What follows belongs to an exercise in optimizing a design on an open flow for small area and a short achievable clock period; a production flow would make more cautious choices. RTL that was checked went through simulation tests only; none was proved equivalent to the original.

Setup of AL:
==> flow/design.v (excerpt) <==
module MACRegister(
    input clk,
    input rst,
    input [1:0] opcode,
    input [15:0] a,
    input [15:0] b,
    output [31:0] dataOut
    );
Size: about 32 flip-flops, ~68 I/O pins.
export LEC_CHECK = 0
export CAP_MARGIN = 20
export CORE_MARGIN = 2
export CORE_UTILIZATION = 40
export SETUP_SLACK_MARGIN = 1.0
export SLEW_MARGIN = 20
export SYNTH_HIERARCHICAL = 1
export SYNTH_MINIMUM_KEEP_SIZE = 0
create_clock -name core_clock -period 19.0 [get_ports {clk}]
standard.sh (not shown) runs the stock make flow with config.mk's settings and CLKGATE_MAP_FILE= SYNTH_SCRIPT=/design/flow/synth_recipe.tcl, a recipe that flattens the netlist after the stock synthesis.
==> flow/flow/run.sh <==
#!/bin/bash
# Standard ORFS layout, with the port buffers made of buf_2 cells instead of the default choice.
set -euo pipefail
bash standard.sh "BUFFER_PORTS_ARGS=-buffer_cell sky130_fd_sc_hd__buf_2" finish > make_finish.log 2>&1
Edits applied to the flow inputs when going from AL to TR:
==> flow/run.sh (new file) <==
#!/bin/bash
# synth_recipe.tcl (not shown) runs the flow's synth.tcl, then flattens the netlist and writes it again
# the make line also repeats each setting of config.mk as NAME=value (left out here)
make -C /OpenROAD-flow-scripts/flow DESIGN_CONFIG=/design/flow/config.mk WORK_HOME=/design/flow/orfs CLKGATE_MAP_FILE= SYNTH_SCRIPT=/design/flow/synth_recipe.tcl finish
removed: flow/flow/run.sh
removed: flow/standard.sh
--- outcome ---
- Between TR and AL, count of placed standard cells including taps is higher for TR, AL comes in under that.
- AL -> TR: largest net degree at the start of global routing delta 0, exact match
- Net count of the finished layout: TR vs AL up 13
- Final design instance area without fill was lower in the run labelled AL.

* * *

MACRegister, a different RTL version from the one above (not shown whole).
Size in the first run: ~960 cells after synthesis, roughly 68 I/O pins, about 9200 um^2 of cells after synthesis.
clock: 19.0 ns
lec_check: 0
cap_margin: 20
core_margin: 2
core_utilization: 40
setup_slack_margin: 1.0
slew_margin: 20
synth_hierarchical: 1
synth_minimum_keep_size: 0
==> flow/flow/run.sh <==
#!/bin/bash
# Standard ORFS layout, with the port buffers made of buf_2 cells instead of the default choice.
set -euo pipefail
bash standard.sh "BUFFER_PORTS_ARGS=-buffer_cell sky130_fd_sc_hd__buf_2" finish > make_finish.log 2>&1
The first run produced a clean layout.
Next try:
==> flow/flow/run.sh (replaced) <==
#!/bin/bash
# Standard ORFS layout, with buf_2 port buffers, and timing repair aiming for 10 ns of
# setup slack at the design's clock period (i.e. a tighter internal target).
set -euo pipefail
bash standard.sh "BUFFER_PORTS_ARGS=-buffer_cell sky130_fd_sc_hd__buf_2" "SETUP_SLACK_MARGIN=10" finish > make_finish.log 2>&1
Effect: The changed run finished clean; final area rises by 1.0%; setup slack improves by 0.40 ns; wire length is lower by 0.86%; critical path depth stays the same; synthesized cell count stays the same; first-iteration DRC count rose by 8.0%; final cell count hardly moves; fmax grows by 4.6%; via count went up by 2.4%.
No functional check of the RTL was part of any run of this note.

* * *

== run 1 ==
MACRegister, a different RTL version from the one above (not shown whole).
Size in the first run: about 930 cells after synthesis, ~32 flip-flops, ~9000 µm² of cells after synthesis.
==> flow/design.v (excerpt) <==
module MACRegister(
    input clk,
    input rst,
    input [1:0] opcode,
    input [15:0] a,
    input [15:0] b,
    output [31:0] dataOut
    );
clock: 19.0 ns
lec_check: 0
cap_margin: 20
core_margin: 2
core_utilization: 55
cts_buf_list: sky130_fd_sc_hd__clkbuf_4 sky130_fd_sc_hd__clkbuf_8
place_density: 0.75
setup_slack_margin: 1.0
slew_margin: 20
synth_hierarchical: 1
synth_minimum_keep_size: 0
==> flow/flow/run.sh <==
#!/bin/bash
# Standard ORFS layout, with buf_2 port buffers, and timing repair aiming for 10.5 ns of
# setup slack at the design's clock period (i.e. a tighter internal target).
set -euo pipefail
bash standard.sh "BUFFER_PORTS_ARGS=-buffer_cell sky130_fd_sc_hd__buf_2" "SETUP_SLACK_MARGIN=10.5" finish > make_finish.log 2>&1
--- input diff run 1..run 2 ---
==> flow/flow/run.sh <==
#!/bin/bash
# Standard ORFS layout, with buf_2 port buffers (buf_1 on the outputs, flow/outbuf.tcl after
# global placement), and timing repair aiming for 11 ns of setup slack at the design's clock
# period (a tighter internal target), working on the worst paths only (TNS_END_PERCENT=0).
set -euo pipefail
export POST_GLOBAL_PLACE_TCL="$(pwd)/flow/outbuf.tcl"
bash standard.sh "BUFFER_PORTS_ARGS=-buffer_cell sky130_fd_sc_hd__buf_2" "SETUP_SLACK_MARGIN=11" "TNS_END_PERCENT=0" finish > make_finish.log 2>&1
==> flow/flow/outbuf.tcl (new file) <==
# After global placement: the buffers that buffer_ports put on the output ports drive only
# the port's load, so give them drive strength 1.
set db [ord::get_db]
set small [$db findMaster sky130_fd_sc_hd__buf_1]
set n 0
foreach bterm [[ord::get_db_block] getBTerms] {
  if {[$bterm getIoType] ne "OUTPUT"} { continue }
  set net [$bterm getNet]
  foreach iterm [$net getITerms] {
    if {![$iterm isOutputSignal]} { continue }
    set inst [$iterm getInst]
    if {[string match sky130_fd_sc_hd__buf_* [[$inst getMaster] getName]]} {
      $inst swapMaster $small
      incr n
    }
  }
}
puts "outbuf.tcl: $n output port buffers set to buf_1"
-- flow/config.mk --
<<< run 1, line 10
export CORE_UTILIZATION = 55
export CTS_BUF_LIST = sky130_fd_sc_hd__clkbuf_4 sky130_fd_sc_hd__clkbuf_8
export PLACE_DENSITY = 0.75
>>> run 2, line 10
export CORE_UTILIZATION = 55
export CTS_BUF_LIST = sky130_fd_sc_hd__clkbuf_8
export PLACE_DENSITY = 0.75
Findings:
- Buffer depth of the longest clock path: run 2 vs run 1 identical
- The higher ratio of final minimum period to clock period of run 2 and run 1 is in run 1.
Setup changes, run 2 to run 3
==> flow/flow/run.sh <==
#!/bin/bash
# Standard ORFS layout, with buf_2 port buffers (buf_1 on the outputs, flow/outbuf.tcl after
# global placement), and timing repair aiming for 11.5 ns of setup slack at the design's clock
# period (a tighter internal target), working on the worst paths only (TNS_END_PERCENT=0).
set -euo pipefail
export POST_GLOBAL_PLACE_TCL="$(pwd)/flow/outbuf.tcl"
bash standard.sh "BUFFER_PORTS_ARGS=-buffer_cell sky130_fd_sc_hd__buf_2" "SETUP_SLACK_MARGIN=11.5" "TNS_END_PERCENT=0" finish > make_finish.log 2>&1
Notes after the runs:
- Relative to run 2, the clock skew of run 3 is lower by 0.0030 ns.
- Via count of the first global-routing pass of run 3 exceeds that of run 2 slightly.
- Compared run 3 vs run 2, and fmax is up in run 3.
- Diff run 2 -> run 3: initial antenna violation count comparable, non-clock buffer count increased 4, post-route cell area went up 0.98%, buffering overhead up 0.96 points.
For run 4, these inputs were changed with respect to run 3:
==> flow/flow/run.sh <==
#!/bin/bash
# Standard ORFS layout, with buf_2 port buffers, and timing repair aiming for 10.75 ns of
# setup slack at the design's clock period (i.e. a tighter internal target).
set -euo pipefail
bash standard.sh "BUFFER_PORTS_ARGS=-buffer_cell sky130_fd_sc_hd__buf_2" "SETUP_SLACK_MARGIN=10.75" finish > make_finish.log 2>&1
-- flow/config.mk --
<<< run 3, line 9
export CORE_MARGIN = 2
export CORE_UTILIZATION = 55
export CTS_BUF_LIST = sky130_fd_sc_hd__clkbuf_8
export PLACE_DENSITY = 0.75
export SETUP_SLACK_MARGIN = 1.0
>>> run 4, line 9
export CORE_MARGIN = 2
export CORE_UTILIZATION = 65
export CTS_BUF_LIST = sky130_fd_sc_hd__clkbuf_4 sky130_fd_sc_hd__clkbuf_8
export PLACE_DENSITY = 0.85
export SETUP_SLACK_MARGIN = 1.0
removed: flow/flow/outbuf.tcl
==> results.txt <==
Between run 4 and run 3, total of fill cells in the finished design is higher for run 3, run 4 comes in under that. Run 4 ends up with higher final period utilization than run 3 does. Going from run 3 to run 4, final cell count shrinks by 37. Run 4 vs. run 3: final non-filler cell area now sits lower; total detailed-routing wirelength now sits lower; final critical path time including I/O delays and setup now sits higher. The higher die area came out of run 3.
For run 5, these inputs were changed with respect to run 4:
-- flow/config.mk --
<<< run 4, line 9
export CORE_MARGIN = 2
export CORE_UTILIZATION = 65
export CTS_BUF_LIST = sky130_fd_sc_hd__clkbuf_4 sky130_fd_sc_hd__clkbuf_8
export PLACE_DENSITY = 0.85
export SETUP_SLACK_MARGIN = 1.0
>>> run 5, line 9
export CORE_MARGIN = 2
export CORE_UTILIZATION = 55
export CTS_BUF_LIST = sky130_fd_sc_hd__clkbuf_4 sky130_fd_sc_hd__clkbuf_8
export PLACE_DENSITY = 0.75
export SETUP_SLACK_MARGIN = 1.0
### Flow results
Run comparison: run 4 worst setup path startpoint b[14]; run 5 worst setup path startpoint b[6]. Between run 4 and run 5, the sequential share of cell area does not differ in any meaningful way. Detailed-route wire length on metal 1 of run 5 exceeds that of run 4 by a little under 10%. [run 5 vs run 4] global-route total usage across every layer: lower in run 5. In run 5 the post-route core utilization turned out 9.6 points lower than in run 4. Run 4 → run 5: flip-flop and latch count held. The final design area excluding fillers of run 5 and that of run 4 are within noise of each other.

* * *

Another version of the RTL of MACRegister (not shown whole).
Size: about 1000 cells after synthesis, ~32 flip-flops, about 68 I/O pins.
export LEC_CHECK = 0
export CAP_MARGIN = 20
export CORE_MARGIN = 2
export CORE_UTILIZATION = 40
export SETUP_SLACK_MARGIN = 1.0
export SLEW_MARGIN = 20
export SYNTH_HIERARCHICAL = 1
export SYNTH_MINIMUM_KEEP_SIZE = 0
create_clock -name core_clock -period 19.0 [get_ports {clk}]
==> flow/flow/run.sh <==
#!/bin/bash
# Standard ORFS layout, with buf_2 port buffers, and timing repair aiming for 10 ns of
# setup slack at the design's clock period (i.e. a tighter internal target).
set -euo pipefail
bash standard.sh "BUFFER_PORTS_ARGS=-buffer_cell sky130_fd_sc_hd__buf_2" "SETUP_SLACK_MARGIN=10" finish > make_finish.log 2>&1
The starting point produced a clean layout.
==> next run, changes <==
==> flow/flow/run.sh (replaced) <==
#!/bin/bash
# Standard ORFS layout, with the port buffers made of buf_2 cells instead of the default choice.
set -euo pipefail
bash standard.sh "BUFFER_PORTS_ARGS=-buffer_cell sky130_fd_sc_hd__buf_2" finish > make_finish.log 2>&1
Clock-buffer cell count is unchanged.
Via count barely changes.
Sequential share of layout area hardly moves.
Design area shrinks by 1.1%.
No run of this note included a check of the RTL's function; only the layout flow was run.

* * *

run A:
RTL: one of the versions met above, not the one the previous note started from.
Size in the first run: ~930 cells after synthesis, about 32 flip-flops, ~68 I/O pins, roughly 9000 um2 of cells after synthesis.
==> flow/config.mk <==
export PLATFORM = sky130hd
export DESIGN_NAME = MACRegister
export DESIGN_NICKNAME = MACRegister
export VERILOG_FILES = /design/flow/design.v
export SDC_FILE = /design/flow/constraint.sdc
export NUM_CORES = 4
export LEC_CHECK = 0
export CAP_MARGIN = 20
export CORE_MARGIN = 2
export CORE_UTILIZATION = 55
export PLACE_DENSITY = 0.75
export SETUP_SLACK_MARGIN = 1.0
export SLEW_MARGIN = 20
export SYNTH_HIERARCHICAL = 1
export SYNTH_MINIMUM_KEEP_SIZE = 0
==> flow/constraint.sdc <==
create_clock -name core_clock -period 19.0 [get_ports {clk}]
set_input_delay 3.8000 -clock core_clock [delete_from_list [all_inputs] [get_ports {clk}]]
set_output_delay 3.8000 -clock core_clock [all_outputs]
set_load 0.01 [all_outputs]
==> flow/flow/run.sh <==
#!/bin/bash
# Standard ORFS layout, with the port buffers made of buf_2 cells instead of the default choice.
set -euo pipefail
bash standard.sh "BUFFER_PORTS_ARGS=-buffer_cell sky130_fd_sc_hd__buf_2" finish > make_finish.log 2>&1
Run A finished end to end and its layout was clean on timing, DRC and antenna.
Setup changes, run A to run B
==> flow/flow/run.sh <==
#!/bin/bash
# Standard ORFS layout, with buf_2 port buffers, and timing repair aiming for 11 ns of
# setup slack at the design's clock period (i.e. a tighter internal target).
set -euo pipefail
bash standard.sh "BUFFER_PORTS_ARGS=-buffer_cell sky130_fd_sc_hd__buf_2" "SETUP_SLACK_MARGIN=11" finish > make_finish.log 2>&1
[summary]
Changes observed in run B relative to run A: data required time at the worst endpoint was more or less identical, sequential share of layout area went down by 0.66 points, total via count in the routed design went up by 3.8%, area of combinational cells with multiple inputs went up by about 3.3%. Relative area of clock buffers and inverters in the final design delta (run B -> run A): insignificant. When run B is measured against run A, its design area turns out about 10% higher. Run B went all the way through the flow, and no timing, DRC or antenna check failed.
The following lists how run C was set up differently from run B:
- CTS_BUF_LIST newly set to sky130_fd_sc_hd__clkbuf_4 sky130_fd_sc_hd__clkbuf_8
[summary]
- Area of the multi-input gates of run C is on par with run B.
- Of run B and run C, the run reporting the lower final-layout worst hold slack was run B.
- Ratio of cells with drive above 1 in the final layout ended up 2.3 points lower on run C than on run B.
- Met3 track utilization from global routing: run B vs run C — no meaningful difference
Inputs modified between run C and run D:
- clearing CTS_BUF_LIST, which used to be sky130_fd_sc_hd__clkbuf_4 sky130_fd_sc_hd__clkbuf_8
==> flow/flow/run.sh <==
#!/bin/bash
# Standard ORFS layout, with buf_2 port buffers, and timing repair aiming for 10.5 ns of
# setup slack at the design's clock period (i.e. a tighter internal target).
set -euo pipefail
bash standard.sh "BUFFER_PORTS_ARGS=-buffer_cell sky130_fd_sc_hd__buf_2" "SETUP_SLACK_MARGIN=10.5" finish > make_finish.log 2>&1
- Routed length on met3 on run D is up relative to run C.
- Global-route track usage on met2 for run D is lower than for run C.
- Run D vs run C, met1 demand-to-capacity share in global routing went up by 0.59 points.
- Diff run C -> run D | final critical-path share of the clock period | increase of 2.0 points
- Summary of run D over run C: wire length has decreased, maximum frequency has decreased.
- | area growth from synthesis to final layout | lower: run D |
- Clock skew in run D is 5.2 ps below run C.
- Of run C and run D, the lower share of final layout cell area taken by clock buffers and inverters belongs to run C.
Here is what was changed in the inputs of run E compared with run D.
==> flow/flow/run.sh <==
#!/bin/bash
# Standard ORFS layout, with buf_2 port buffers; before floorplanning, logic cells are set to
# drive strength 1 (flow/downsize.tcl), and timing repair aims for 10.75 ns of setup slack at
# the design's clock period (a tighter internal target), sizing up only what needs it.
set -euo pipefail
export PRE_FLOORPLAN_TCL="$(pwd)/flow/downsize.tcl"
bash standard.sh "BUFFER_PORTS_ARGS=-buffer_cell sky130_fd_sc_hd__buf_2" "SETUP_SLACK_MARGIN=10.75" finish > make_finish.log 2>&1
==> flow/flow/downsize.tcl (new file) <==
# Before floorplanning: give every logic cell that synthesis sized up the drive strength 1 of
# its family (same function and pins). The timing repair later in the flow sizes up again
# only the cells on paths that need it. Flip-flops and clock cells are left alone.
set db [ord::get_db]
set n 0
foreach inst [[ord::get_db_block] getInsts] {
  set m [[$inst getMaster] getName]
  if {![regexp {^(sky130_fd_sc_hd__[a-z0-9]+)_([0-9]+)$} $m -> base sz]} { continue }
  if {$sz <= 1} { continue }
  if {[regexp {__(df|sdf|edf|dl|clk|buf|conb|tap|fill|decap)} $base]} { continue }
  set small [$db findMaster ${base}_1]
  if {$small eq "NULL" || $small eq ""} { continue }
  $inst swapMaster $small
  incr n
}
puts "downsize.tcl: $n cells set to drive strength 1"
### Flow results
- No run among run E and run D stopped early or left any final violation; all are clean.
- Where slack of the critical path is concerned, run D is outperformed by run E.
- Time the worst path needs with I/O delays and setup sits lower in run E than in run D.
- Relative to run D, the height of the die measured on run E has decreased slightly.
- The core of run E is more densely filled than that of run D.
- Run D reports its worst setup path startpoint as a[11] while run E reports a[0].

## re-timing with driven ports
Ports are ideal in the flow. The routed layouts listed here were re-timed in OpenROAD. Step 1 sets driving cells, clkbuf_16 on the clock port and buf_2 on the other inputs (assumed; they add their load-dependent delay and slew). Step 2, shift: input delay + t, output delay - t, t = (earliest + latest rising clock arrival at the registers) / 2. This alone moves slack from input paths to output paths. Three values: no drivers, after step 1, after step 2; two values: the first two.
| run | t, ns | setup slack, ns | worst setup path at the end | latest minus earliest clock arrival (ns) | worst slew at a driven data input, ns |
|---|---|---|---|---|---|
| AL | 0.326 | 9.730 / 9.737 / 9.411 | input to register | 0.008 / 0.008 | 0.03 |
| TR | 0.324 | 8.982 / 8.988 / 8.664 | input to register | 0.004 / 0.005 | 0.04 |
| the first run of note 2 | 0.338 | 9.819 / 9.834 / 9.496 | input to register | 0.015 / 0.015 | 0.03 |
| the second run of note 2 | 0.338 | 10.223 / 10.204 / 9.866 | input to register | 0.016 / 0.016 | 0.06 |
| run 1 | 0.358 | 10.679 / 10.690 / 10.332 | input to register | 0.010 / 0.010 | 0.04 |
| run 2 | 0.357 | 11.023 / 11.011 / 10.654 | input to register | 0.008 / 0.008 | 0.07 |
| run 3 | 0.356 | 11.114 / 11.103 / 10.747 | input to register | 0.005 / 0.005 | 0.07 |
| run 4 | 0.351 | 10.841 / 10.821 / 10.470 | input to register | 0.006 / 0.005 | 0.05 |
| run 5 | 0.359 | 10.885 / 10.894 / 10.535 | input to register | 0.009 / 0.010 | 0.05 |
| the first run of note 4 | 0.316 | 10.222 / 10.230 / 9.914 | input to register | 0.008 / 0.008 | 0.05 |
| the second run of note 4 | 0.316 | 9.978 / 9.990 / 9.674 | input to register | 0.010 / 0.010 | 0.04 |
| run A | 0.338 | 10.257 / 10.278 / 9.940 | input to register | 0.006 / 0.006 | 0.03 |
| run B | 0.344 | 11.043 / 10.956 / 10.612 | input to register | 0.009 / 0.008 | 0.14 |
| run C | 0.368 | 11.065 / 11.051 / 10.683 | input to register | 0.011 / 0.011 | 0.09 |
| run D | 0.339 | 10.676 / 10.694 / 10.355 | input to register | 0.006 / 0.006 | 0.04 |
| run E | 0.336 | 10.865 / 10.870 / 10.534 | input to register | 0.006 / 0.006 | 0.05 |
After both steps setup and hold are still met in every run listed. The setup slack of run B, which loses most, moves by -0.087 ns with the drivers and by -0.431 ns with both steps.
